What follows belongs to an exercise in optimizing a design on an open flow for small area; a production flow would make more cautious choices.
The RTL was checked by simulation tests, not by an equivalence proof against the original design.
No activity file was given, so power comes from the tool's default toggle rates.

// cic3_echip65_2x12Row
module cic3_echip65_2x12Row
(
output logic [(25-1):0] out0,
output logic [(25-1):0] out1,
output logic [(25-1):0] out2,
output logic [(25-1):0] out3,
output logic [(25-1):0] out4,
output logic [(25-1):0] out5,
output logic [(25-1):0] out6,
output logic [(25-1):0] out7,
output logic [(25-1):0] out8,
output logic [(25-1):0] out9,
output logic [(25-1):0] out10,
output logic [(25-1):0] out11,
output logic [(25-1):0] out12,
output logic [(25-1):0] out13,
output logic [(25-1):0] out14,
output logic [(25-1):0] out15,
output logic [(25-1):0] out16,
output logic [(25-1):0] out17,
output logic [(25-1):0] out18,
output logic [(25-1):0] out19,
output logic [(25-1):0] out20,
output logic [(25-1):0] out21,
output logic [(25-1):0] out22,
output logic [(25-1):0] out23,
input logic [(24-1):0] in,
input logic clk,
input logic reset_n
);
logic [14:0] bz;
logic [15:0] by, bx;
logic bnd, nbnd, keep, out_ld, nout_ld, xfer, xclr;
logic [24:0] outs [24];
cic3_clkdiv ctrl (
    .bz(bz), .by(by), .bx(bx), .bnd(bnd), .nbnd(nbnd), .keep(keep), .out_ld(out_ld),
    .nout_ld(nout_ld), .xfer(xfer), .xclr(xclr), .clk(clk), .reset_n(reset_n));
genvar k;
generate
    for (k = 0; k < 24; k++) begin : FILTERS
        cic3_echip65_noclk ch (
            .out(outs[k]), .in(in[k]), .clk(clk), .reset_n(reset_n),
            .bz(bz), .by(by), .bx(bx), .bnd(bnd), .nbnd(nbnd), .keep(keep),
            .out_ld(out_ld), .nout_ld(nout_ld), .xfer(xfer), .xclr(xclr));
    end
endgenerate
assign out0  = outs[0];
assign out1  = outs[1];
assign out2  = outs[2];
assign out3  = outs[3];
assign out4  = outs[4];
assign out5  = outs[5];
assign out6  = outs[6];
assign out7  = outs[7];
  ...
==> module cic3_clkdiv, before the edit <==
module cic3_clkdiv
    (output logic [14:0] bz,       
     output logic [15:0] by,       
     output logic [15:0] bx,       
     output logic        bnd,      
     output logic        nbnd,     
     output logic        keep,     
     output logic        out_ld,   
     output logic        nout_ld,  
     output logic        xfer,     
     output logic        xclr,     
     input  logic        clk,
     input  logic        reset_n);
logic [7:0] q;       
logic       jv;      
logic [7:0] qn;
logic       jvn;
always_comb begin
    qn  = q + 8'd1;
    jvn = jv | (q == 8'd128);
end
always_ff @(posedge clk or negedge reset_n) begin
    if (!reset_n) begin
        q       <= 8'd129;
        jv      <= 1'b0;
        bnd     <= 1'b0;
        nbnd    <= 1'b1;
        keep    <= 1'b0;
        out_ld  <= 1'b0;
        nout_ld <= 1'b1;
        xfer    <= 1'b0;
        xclr    <= 1'b0;
        bz      <= 15'd8256;    
        by      <= 16'd49152;   
        bx      <= 16'd8128;    
    end else begin
        q       <= qn;
        jv      <= jvn;
        bnd     <= (qn == 8'd0);
        nbnd    <= (qn != 8'd0);
        keep    <= (qn != 8'd0);
        out_ld  <= (qn == 8'd129) & jvn;
        nout_ld <= ~((qn == 8'd129) & jvn);
        xfer    <= (qn >= 8'd130) & (qn <= 8'd154) & jvn;
        xclr    <= (qn >= 8'd130) & (qn <= 8'd154) & ~jvn;
        if (q == 8'd255) begin
            bz <= 15'd32640;        
            by <= 16'd32896;        
            bx <= 16'd32896;        
        end else if (q == 8'd0) begin
            bz <= 15'd0;            
            by <= 16'd32896;        
            bx <= 16'd32640;        
        end else begin
            bz <= bz + {7'd0, q};
            by <= by - {7'd0, q, 1'b0} + 16'd256;
            bx <= bx + {8'd0, q} - 16'd256;
        end
    end
end
endmodule
export LEC_CHECK = 0
export CAP_MARGIN = 20
export CORE_MARGIN = 2
export CORE_UTILIZATION = 65
export CTS_CLUSTER_DIAMETER = 60
export CTS_CLUSTER_SIZE = 28
export SLEW_MARGIN = 20
create_clock -name core_clock -period 10.0 [get_ports {clk}]
standard.sh (not shown) runs the stock make flow with config.mk's settings and CLKGATE_MAP_FILE= SYNTH_SCRIPT=/design/flow/synth_recipe.tcl, a recipe that flattens the netlist after the stock synthesis.
==> flow/flow/run.sh <==
#!/bin/bash
# Own layout flow: the standard ORFS flow (standard.sh) with two changes:
#  - the port buffers that buffer_ports inserts are sky130_fd_sc_hd__buf_1
#  - CTS clusters up to 28 sinks within 60 um and inserts no dummy loads
# Every tool's output goes to the ORFS logs under orfs/logs; make's own output
# goes to flow_make.log in this folder.
set -euo pipefail
export BUFFER_PORTS_ARGS="-buffer_cell sky130_fd_sc_hd__buf_1"
export CTS_ARGS="-sink_clustering_enable -repair_clock_nets -sink_clustering_size 28 -sink_clustering_max_diameter 60 -dont_use_dummy_load"
bash standard.sh finish > flow_make.log 2>&1
Rerun with:
--- a/flow/design.v
+++ b/flow/design.v
@@ -10,15 +10,31 @@
      output logic        xfer,     
      output logic        xclr,     
      input  logic        clk,
      input  logic        reset_n);
 logic [7:0] q;       
 logic       jv;      
-logic [7:0] qn;
-logic       jvn;
+function automatic logic [15:0] radd16(input logic [15:0] a, input logic [15:0] b);
+    logic c;
+    c = 1'b0;
+    for (int i = 0; i < 16; i++) begin
+        radd16[i] = a[i] ^ b[i] ^ c;
+        c = (a[i] & b[i]) | (c & (a[i] ^ b[i]));
+    end
+endfunction
+logic [7:0]  qn;
+logic        jvn;
+logic [15:0] dz, dy, dx;    
+logic [15:0] bz_nx, by_nx, bx_nx;
 always_comb begin
+    dz = {8'd0, q};
+    dx = {8'hff, q};
+    dy = 16'd256 - {7'd0, q, 1'b0};
+    bz_nx = radd16({1'b0, bz}, dz);
+    by_nx = radd16(by, dy);
+    bx_nx = radd16(bx, dx);
     qn  = q + 8'd1;
     jvn = jv | (q == 8'd128);
 end
 always_ff @(posedge clk or negedge reset_n) begin
     if (!reset_n) begin
         q       <= 8'd129;
@@ -27,38 +43,41 @@
         nbnd    <= 1'b1;
         keep    <= 1'b0;
         out_ld  <= 1'b0;
         nout_ld <= 1'b1;
         xfer    <= 1'b0;
         xclr    <= 1'b0;
-        bz      <= 15'd8256;    
-        by      <= 16'd49152;   
-        bx      <= 16'd8128;    
     end else begin
         q       <= qn;
         jv      <= jvn;
         bnd     <= (qn == 8'd0);
         nbnd    <= (qn != 8'd0);
         keep    <= (qn != 8'd0);
         out_ld  <= (qn == 8'd129) & jvn;
         nout_ld <= ~((qn == 8'd129) & jvn);
         xfer    <= (qn >= 8'd130) & (qn <= 8'd154) & jvn;
         xclr    <= (qn >= 8'd130) & (qn <= 8'd154) & ~jvn;
-        if (q == 8'd255) begin
-            bz <= 15'd32640;        
-            by <= 16'd32896;        
-            bx <= 16'd32896;        
-        end else if (q == 8'd0) begin
-            bz <= 15'd0;            
-            by <= 16'd32896;        
-            bx <= 16'd32640;        
-        end else begin
-            bz <= bz + {7'd0, q};
-            by <= by - {7'd0, q, 1'b0} + 16'd256;
-            bx <= bx + {8'd0, q} - 16'd256;
-        end
+    end
+end
+always_ff @(posedge clk) begin
+    if (q == 8'd129) begin
+        bz <= 15'd8385;         
+        by <= 16'd49150;        
+        bx <= 16'd8001;         
+    end else if (q == 8'd255) begin
+        bz <= 15'd32640;        
+        by <= 16'd32896;        
+        bx <= 16'd32896;        
+    end else if (q == 8'd0) begin
+        bz <= 15'd0;            
+        by <= 16'd32896;        
+        bx <= 16'd32640;        
+    end else begin
+        bz <= bz_nx[14:0];
+        by <= by_nx;
+        bx <= bx_nx;
     end
 end
 endmodule
 module cic3_echip65_noclk
     (output logic [24:0] out,
      input  logic        in,
Wire length is higher by 2.3%.
Sequential power stays flat.
Cell count is lower by about 1.4%.
Global-route usage is higher by 0.87 points.
Critical path depth is higher by 1.

## afterwards: timing with drivers on the ports
The flow's constraints put no driver on any port. The routed layouts listed below were extracted and timed again, unchanged, in two steps.
Step 1, drivers: a clkbuf_16 drives clk and a buf_2 each remaining input, both assumed.
Step 2, shift: input delay + t, output delay - t, t = (earliest + latest rising clock arrival at the registers) / 2. This alone moves slack from input paths to output paths.
Three values: ideal, step 1, step 2; two values: the first two.
| run | t (ns) | setup WS [ns] | hold WS [ns] |
|---|---|---|---|
| the first run | 0.918 | 0.834 / 0.834 / 0.834 | 0.276 / 0.276 / 0.276 |
| the second run | 0.948 | 0.950 / 0.950 / 0.950 | 0.295 / 0.295 / 0.295 |
After both steps every run listed still meets setup and hold.
